What follows belongs to an exercise in optimizing a design on an open flow for small area and few clock cycles; a production flow would make more cautious choices. The RTL was checked by simulation tests, not by an equivalence proof against the original design. Power is estimated from default activity; no workload was simulated.

Setup of run 1:
==> flow/design.v (excerpt) <==
module rwt_sample_pack #(
  parameter UWIDTH = 56
)(
  input               clk,
  input               aresetn,
  output              s_axi_ready,
  input               s_axi_valid,
  input [3:0]         s_axi_enables,
  input [63:0]        s_axi_data,
  input [UWIDTH-1:0]  s_axi_user,
  input               s_axi_last,
  input               m_axi_ready,
  output              m_axi_valid,
  output [63:0]       m_axi_data,
  output [UWIDTH-1:0] m_axi_user,
  output              m_axi_last
);
For scale: ~210 cells after synthesis, about 250 I/O pins, about 0.0046 mm^2 of cells after synthesis.
clock: 4.0 ns
lec_check: 0
cap_margin: 20
core_margin: 2
core_utilization: 35
cts_buf_list: sky130_fd_sc_hd__clkbuf_4
place_density: 0.6
slew_margin: 20
standard.sh (not shown) runs the stock make flow with config.mk's settings and CLKGATE_MAP_FILE= SYNTH_SCRIPT=/design/flow/synth_recipe.tcl, a recipe that flattens the netlist after the stock synthesis.
==> flow/flow/run.sh <==
#!/bin/bash
# The standard layout, with two changes: every port is buffered by the
# smallest buffer (sky130_fd_sc_hd__buf_1) instead of the one buffer_ports
# picks by default, and before the placement's repair_design, cells off the
# critical paths are downsized (repair_timing -recover_power, in
# flow/pre_resize.tcl); repair_design then fixes any slew or load the
# downsizing broke.
set -euo pipefail
bash standard.sh "BUFFER_PORTS_ARGS=-buffer_cell sky130_fd_sc_hd__buf_1" \
  "PRE_RESIZE_TCL=$(pwd)/flow/pre_resize.tcl" finish > make_finish.log 2>&1
==> flow/flow/pre_resize.tcl <==
# Downsize cells off the critical paths before repair_design.
set_dont_use $::env(DONT_USE_CELLS)
estimate_parasitics -placement
repair_timing -verbose -recover_power 100
Run 1 completed; timing, DRC and antenna clean
Testbench counts of run 1, summed over its fixed seeds: cycles 26,703.
## Diff of input files: run 2 against run 1
==> flow/flow/run.sh <==
#!/bin/bash
# The standard layout, with two changes: every port is buffered by the
# smallest buffer (sky130_fd_sc_hd__buf_1) instead of the one buffer_ports
# picks by default, and after global routing cells off the critical paths are
# downsized (repair_timing -recover_power).
set -euo pipefail
bash standard.sh "BUFFER_PORTS_ARGS=-buffer_cell sky130_fd_sc_hd__buf_1" RECOVER_POWER=100 finish > make_finish.log 2>&1
removed: flow/flow/pre_resize.tcl
Notes after the runs:
- Run 1 and run 2 ended up with roughly the same count of flip-flops with a built-in enable after synthesis.
- Going from run 1 to run 2, number of nets at the end of the flow shrank slightly.
- Placeable core region came out exactly the same in run 2 and run 1.
- In run 2 the worst setup slack turned out 0.26 ns lower than in run 1.
- Total of cells resized after clock tree synthesis came out exactly the same in run 2 and run 1.
- Complete run, failing final checks: run 2, reason capacitance limit, slew limit.
- Per the comparison of run 2 with run 1, cell count dropped 2; internal power contribution has decreased; cell area went down by 73 um^2.
- Run 2 vs run 1: register share of total power up in run 2
- Number of signal-net buffers in the layout went down slightly going from run 1 to run 2.
- Run 2 vs run 1: overall power after layout down slightly
The inputs of run 3 differ from those of run 2 as listed below.
Settings: a change of CTS_BUF_LIST from sky130_fd_sc_hd__clkbuf_4 to sky130_fd_sc_hd__clkbuf_4 sky130_fd_sc_hd__clkbuf_8.
==> flow/flow/run.sh <==
#!/bin/bash
# The standard layout, with two changes: every port is buffered by the
# smallest buffer (sky130_fd_sc_hd__buf_1) instead of the one buffer_ports
# picks by default, and before the placement's repair_design, cells off the
# critical paths are downsized (repair_timing -recover_power, in
# flow/pre_resize.tcl); repair_design then fixes any slew or load the
# downsizing broke.
set -euo pipefail
bash standard.sh "BUFFER_PORTS_ARGS=-buffer_cell sky130_fd_sc_hd__buf_1" \
  "PRE_RESIZE_TCL=$(pwd)/flow/pre_resize.tcl" finish > make_finish.log 2>&1
==> flow/flow/pre_resize.tcl (new file) <==
# Downsize cells off the critical paths before repair_design.
set_dont_use $::env(DONT_USE_CELLS)
estimate_parasitics -placement
repair_timing -verbose -recover_power 100
==> notes.md <==
- Run 3: no failed stages, no open violations at the end
- Ran to the end and failed final checks on capacitance limit, slew limit: run 2.
- Run 3 against run 2; final design instance area without fill is up by a few percent.
- Sequential share of layout area was higher in run 2 than in run 3.
- Run 2 vs run 3, category of the critical setup timing path: input port to flip-flop vs input port to output port
- Re share of power burned in combinational logic: run 3 and run 2 aren't equal, and the higher value belongs to run 2.
- The core of run 3 is more densely filled than that of run 2.
For run 4, these inputs were changed with respect to run 3:
Settings: a deleted CTS_BUF_LIST that had been sky130_fd_sc_hd__clkbuf_4 sky130_fd_sc_hd__clkbuf_8; a change of CORE_UTILIZATION from 35 to 40.
==> flow/run.sh (new file) <==
#!/bin/bash
# synth_recipe.tcl (not shown) runs the flow's synth.tcl, then flattens the netlist and writes it again
# the make line also repeats each setting of config.mk as NAME=value (left out here)
make -C /OpenROAD-flow-scripts/flow DESIGN_CONFIG=/design/flow/config.mk WORK_HOME=/design/flow/orfs CLKGATE_MAP_FILE= SYNTH_SCRIPT=/design/flow/synth_recipe.tcl finish
removed: flow/flow/run.sh
removed: flow/flow/pre_resize.tcl
removed: flow/standard.sh
Notes after the runs:
Clock network fraction of total power was lower in the run labelled run 3. Compared run 4 against run 3; clock skew within noise. [compare] base=run 3 new=run 4: post-route fraction of the period consumed by the critical path increased by 12 points relative to the old numbers, cell area increased by 28% relative to the old numbers, H-tree level count closely matched the old numbers. Run 3 and run 4 ended up with roughly the same number of nets in the final layout. Where power is concerned, run 3 is better than run 4. Going from run 3 to run 4, global-route wire length before repair grows by about 23%. Core utilization: run 4 higher than run 3. Compared with run 3, in run 4 clock-buffer cell count increased by 2 relative to the old numbers; smallest setup slack after layout decreased by 0.48 ns relative to the old numbers.

## cedar
The RTL this note starts from:
==> flow/design.v <==
`timescale 1ns/100ps
module util_axis_fifo #(
  parameter DATA_WIDTH = 64,
  parameter ASYNC_CLK = 0,
  parameter ADDRESS_WIDTH = 4,
  parameter M_AXIS_REGISTERED = 1
)(
  input                       m_axis_aclk,
  input                       m_axis_aresetn,
  input                       m_axis_ready,
  output                      m_axis_valid,
  output [DATA_WIDTH-1:0]     m_axis_data,
  output                      m_axis_empty,
  output [ADDRESS_WIDTH:0]    m_axis_level,
  input                       s_axis_aclk,
  input                       s_axis_aresetn,
  output                      s_axis_ready,
  input                       s_axis_valid,
  input [DATA_WIDTH-1:0]      s_axis_data,
  output                      s_axis_full,
  output [ADDRESS_WIDTH:0]    s_axis_room);
  localparam DEPTH = 1 << ADDRESS_WIDTH;
  reg [DATA_WIDTH-1:0]  mem [0:DEPTH-1];
  reg [ADDRESS_WIDTH:0] waddr;
  reg [ADDRESS_WIDTH:0] raddr;
  wire [ADDRESS_WIDTH:0] count;
  wire                  mem_full;
  wire                  mem_empty;
  wire                  wr;
  wire                  rd;
  assign count = waddr - raddr;
  assign mem_full = (count == DEPTH);
  assign mem_empty = (count == 0);
  assign s_axis_ready = ~mem_full;
  assign s_axis_full = mem_full;
  assign s_axis_room = DEPTH - count;
  assign wr = s_axis_valid & ~mem_full;
  always @(posedge s_axis_aclk)
    if (wr)
      mem[waddr[ADDRESS_WIDTH-1:0]] <= s_axis_data;
  generate
    if (M_AXIS_REGISTERED == 1) begin : g_reg
      reg                  out_valid;
      reg [DATA_WIDTH-1:0] out_data;
      assign rd = ~mem_empty & (~out_valid | m_axis_ready);
      always @(posedge m_axis_aclk) begin
        if (m_axis_aresetn == 1'b0) begin
          out_valid <= 1'b0;
        end else if (~out_valid | m_axis_ready) begin
          out_valid <= ~mem_empty;
        end
      end
      always @(posedge m_axis_aclk)
        if (rd)
          out_data <= mem[raddr[ADDRESS_WIDTH-1:0]];
      assign m_axis_valid = out_valid;
      assign m_axis_data = out_data;
      assign m_axis_empty = ~out_valid;
      assign m_axis_level = count + out_valid;
    end else begin : g_noreg
      assign rd = ~mem_empty & m_axis_ready;
      assign m_axis_valid = ~mem_empty;
      assign m_axis_data = mem[raddr[ADDRESS_WIDTH-1:0]];
      assign m_axis_empty = mem_empty;
      assign m_axis_level = count;
    end
  endgenerate
  always @(posedge s_axis_aclk) begin
    if (s_axis_aresetn == 1'b0) begin
      waddr <= 'd0;
      raddr <= 'd0;
    end else begin
      if (wr)
        waddr <= waddr + 1'b1;
      if (rd)
        raddr <= raddr + 1'b1;
    end
  end
endmodule
module rwt_sample_pack #(
  parameter UWIDTH = 56
)(
  input               clk,
  input               aresetn,
  output              s_axi_ready,
  input               s_axi_valid,
  input [3:0]         s_axi_enables,
  input [63:0]        s_axi_data,
  input [UWIDTH-1:0]  s_axi_user,
  input               s_axi_last,
  input               m_axi_ready,
  output              m_axi_valid,
  output [63:0]       m_axi_data,
  output [UWIDTH-1:0] m_axi_user,
  output              m_axi_last
);
  wire        en_a = |s_axi_enables[1:0];
  wire        en_b = |s_axi_enables[3:2];
  wire        both = en_a & en_b;
  reg         out_valid;
  reg         hold_valid;
  reg [31:0]  out_hi;       
  reg [31:0]  out_lo;
  reg [UWIDTH-1:0] out_user;
  reg         out_last;     
  wire        free = ~out_valid | m_axi_ready;
  assign s_axi_ready = free;
  assign m_axi_valid = out_valid;
  assign m_axi_data  = {out_hi, out_lo};
  assign m_axi_user  = out_user;
  assign m_axi_last  = out_last;
  wire        lo_keep = ~free;
  wire        lo_a    = free & en_a;           
  wire        lo_b    = free & ~en_a;          
  wire        hi_load = free & ~hold_valid;
  wire        hi_keep = ~hi_load;
  wire        hi_a    = hi_load & en_a & ~en_b;
  wire        hi_b    = hi_load & ~(en_a & ~en_b);
  always @(posedge clk)
  begin
    if (aresetn == 1'b0) begin
      out_valid <= 1'b0;
      hold_valid <= 1'b0;
    end else if (free) begin
      out_valid <= s_axi_valid & (hold_valid | both);
      if (s_axi_valid)
        hold_valid <= ~hold_valid & ~both;
    end
  end
  always @(posedge clk)
  begin
    out_lo <= ({32{lo_keep}} & out_lo) |
              ({32{lo_a}} & s_axi_data[31:0]) |
              ({32{lo_b}} & s_axi_data[63:32]);
    out_hi <= ({32{hi_keep}} & out_hi) |
              ({32{hi_a}} & s_axi_data[31:0]) |
              ({32{hi_b}} & s_axi_data[63:32]);
    if (free) begin
      out_user <= s_axi_user;
      out_last <= s_axi_last | (hold_valid & out_last);
    end
  end
endmodule
==> flow/config.mk <==
export PLATFORM = sky130hd
export DESIGN_NAME = rwt_sample_pack
export DESIGN_NICKNAME = rwt_sample_pack
export VERILOG_FILES = /design/flow/design.v
export SDC_FILE = /design/flow/constraint.sdc
export NUM_CORES = 4
export LEC_CHECK = 0
export ABC_AREA = 1
export CAP_MARGIN = 20
export CORE_MARGIN = 2
export CORE_UTILIZATION = 35
export CTS_BUF_LIST = sky130_fd_sc_hd__clkbuf_4
export PLACE_DENSITY = 0.6
export SLEW_MARGIN = 20
==> flow/constraint.sdc <==
create_clock -name core_clock -period 4.0 [get_ports {clk}]
set_input_delay 0.8000 -clock core_clock [delete_from_list [all_inputs] [get_ports {clk}]]
set_output_delay 0.8000 -clock core_clock [all_outputs]
set_load 0.01 [all_outputs]
==> flow/flow/run.sh <==
#!/bin/bash
# The standard layout, with two changes: every port is buffered by the
# smallest buffer (sky130_fd_sc_hd__buf_1) instead of the one buffer_ports
# picks by default, and before the placement's repair_design, cells off the
# critical paths are downsized (repair_timing -recover_power, in
# flow/pre_resize.tcl); repair_design then fixes any slew or load the
# downsizing broke.
set -euo pipefail
bash standard.sh "BUFFER_PORTS_ARGS=-buffer_cell sky130_fd_sc_hd__buf_1" \
  "PRE_RESIZE_TCL=$(pwd)/flow/pre_resize.tcl" finish > make_finish.log 2>&1
==> flow/flow/pre_resize.tcl <==
# Downsize cells off the critical paths before repair_design.
set_dont_use $::env(DONT_USE_CELLS)
estimate_parasitics -placement
repair_timing -verbose -recover_power 100
Per the final summary, cedar finished and its layout is clean on timing, DRC and antenna.
Testbench counts of cedar, summed over its fixed seeds: cycles 26,703.
#### Input delta (ember over cedar)
# cedar
export LEC_CHECK = 0
export ABC_AREA = 1
export CAP_MARGIN = 20
export CORE_MARGIN = 2
export CORE_UTILIZATION = 35
export CTS_BUF_LIST = sky130_fd_sc_hd__clkbuf_4
export PLACE_DENSITY = 0.6
export SLEW_MARGIN = 20
create_clock -name core_clock -period 4.0 [get_ports {clk}]
# ember
export LEC_CHECK = 0
export CAP_MARGIN = 20
export CORE_MARGIN = 2
export CORE_UTILIZATION = 35
export CTS_BUF_LIST = sky130_fd_sc_hd__clkbuf_4
export PLACE_DENSITY = 0.6
export SLEW_MARGIN = 20
create_clock -name core_clock -period 4.0 [get_ports {clk}]
==> flow/flow/run.sh <==
#!/bin/bash
# The standard layout, with these changes:
# - synthesis is the standard one (synth_recipe.tcl, run by flow/synth.tcl)
#   except that ABC maps the combinational logic with flow/abc.script, an
#   area-oriented mapping (amap); the flip-flops are mapped before ABC runs,
#   so they are the standard synthesis's;
# - every port is buffered by the smallest buffer (sky130_fd_sc_hd__buf_1)
#   instead of the one buffer_ports picks by default;
# - before the placement's repair_design, cells off the critical paths are
#   downsized (repair_timing -recover_power, flow/pre_resize.tcl).
set -euo pipefail
here=$(pwd)
bash standard.sh "SYNTH_SCRIPT=$here/flow/synth.tcl" \
  "FLOW_SYNTH_TCL=$here/synth_recipe.tcl" "MY_ABC_SCRIPT=$here/flow/abc.script" \
  "BUFFER_PORTS_ARGS=-buffer_cell sky130_fd_sc_hd__buf_1" \
  "PRE_RESIZE_TCL=$here/flow/pre_resize.tcl" finish > make_finish.log 2>&1
==> flow/flow/abc.script (new file) <==
strash
dch -f
amap
topo
==> flow/flow/synth.tcl (new file) <==
# The standard synthesis (synth_recipe.tcl), with ABC's script replaced.
proc abc {args} {
  set i [lsearch -exact $args -script]
  if { $i >= 0 } {
    lset args [expr {$i + 1}] $::env(MY_ABC_SCRIPT)
  }
  puts "abc with script $::env(MY_ABC_SCRIPT)"
  yosys abc {*}$args
}
source $::env(FLOW_SYNTH_TCL)
==> comparison <==
Setup slack: ember less than cedar
Portion of the layout cell area used by clock cells across cedar and ember: no real change.
[compare] base=cedar new=ember: count of clock-buffer cells in the layout went down, total number of vias went down, fmax went down, register fraction of the total cell area went up.
The final reports for ember and cedar show post-CTS clock slew at the launch and capture registers of the worst setup and hold paths higher in the former.
From cedar to ember the numbers moved as follows: clock latency on the worst-skew pair dropped 0.02 ns, fraction of the mapped netlist area in compound gates went up 16 points.

==> static timing again, ports no longer ideal <==
The results above use ideal ports. As a check the final layouts listed here were re-extracted and re-timed, cells and wires unchanged.
Step 1 assumes that a clkbuf_16 drives the clock port and a buf_2 every other input.
Step 2 also shifts input and output timing later by t, the mid clock arrival at the registers, as if the neighbouring blocks saw the same clock.
a / b / c = ideal ports / drivers / drivers and shift; a / b = the first two.
| run | shift t [ns] | slack for setup (ns) | hold WS [ns] | slew at the worst register clock pin (ns) |
|---|---|---|---|---|
| run 1 | 0.544 | 1.650 / 1.629 / 1.484 | 0.441 / 0.433 / 0.582 | 0.12 / 0.12 |
| run 2 | 0.527 | 1.390 / 1.399 / 0.872 | 0.452 / 0.448 / 0.590 | 0.12 / 0.12 |
| run 3 | 0.451 | 1.647 / 1.625 / 1.469 | 0.539 / 0.533 / 0.573 | 0.08 / 0.08 |
| run 4 | 0.443 | 1.165 / 1.132 / 0.996 | 0.554 / 0.554 / 0.554 | 0.06 / 0.06 |
| cedar | 0.546 | 1.724 / 1.696 / 1.194 | 0.447 / 0.439 / 0.481 | 0.11 / 0.11 |
| ember | 0.512 | 1.212 / 1.190 / 1.014 | 0.473 / 0.467 / 0.473 | 0.12 / 0.12 |
The setup slack of cedar, which loses most, moves by -0.028 ns with the drivers and by -0.530 ns with both steps.
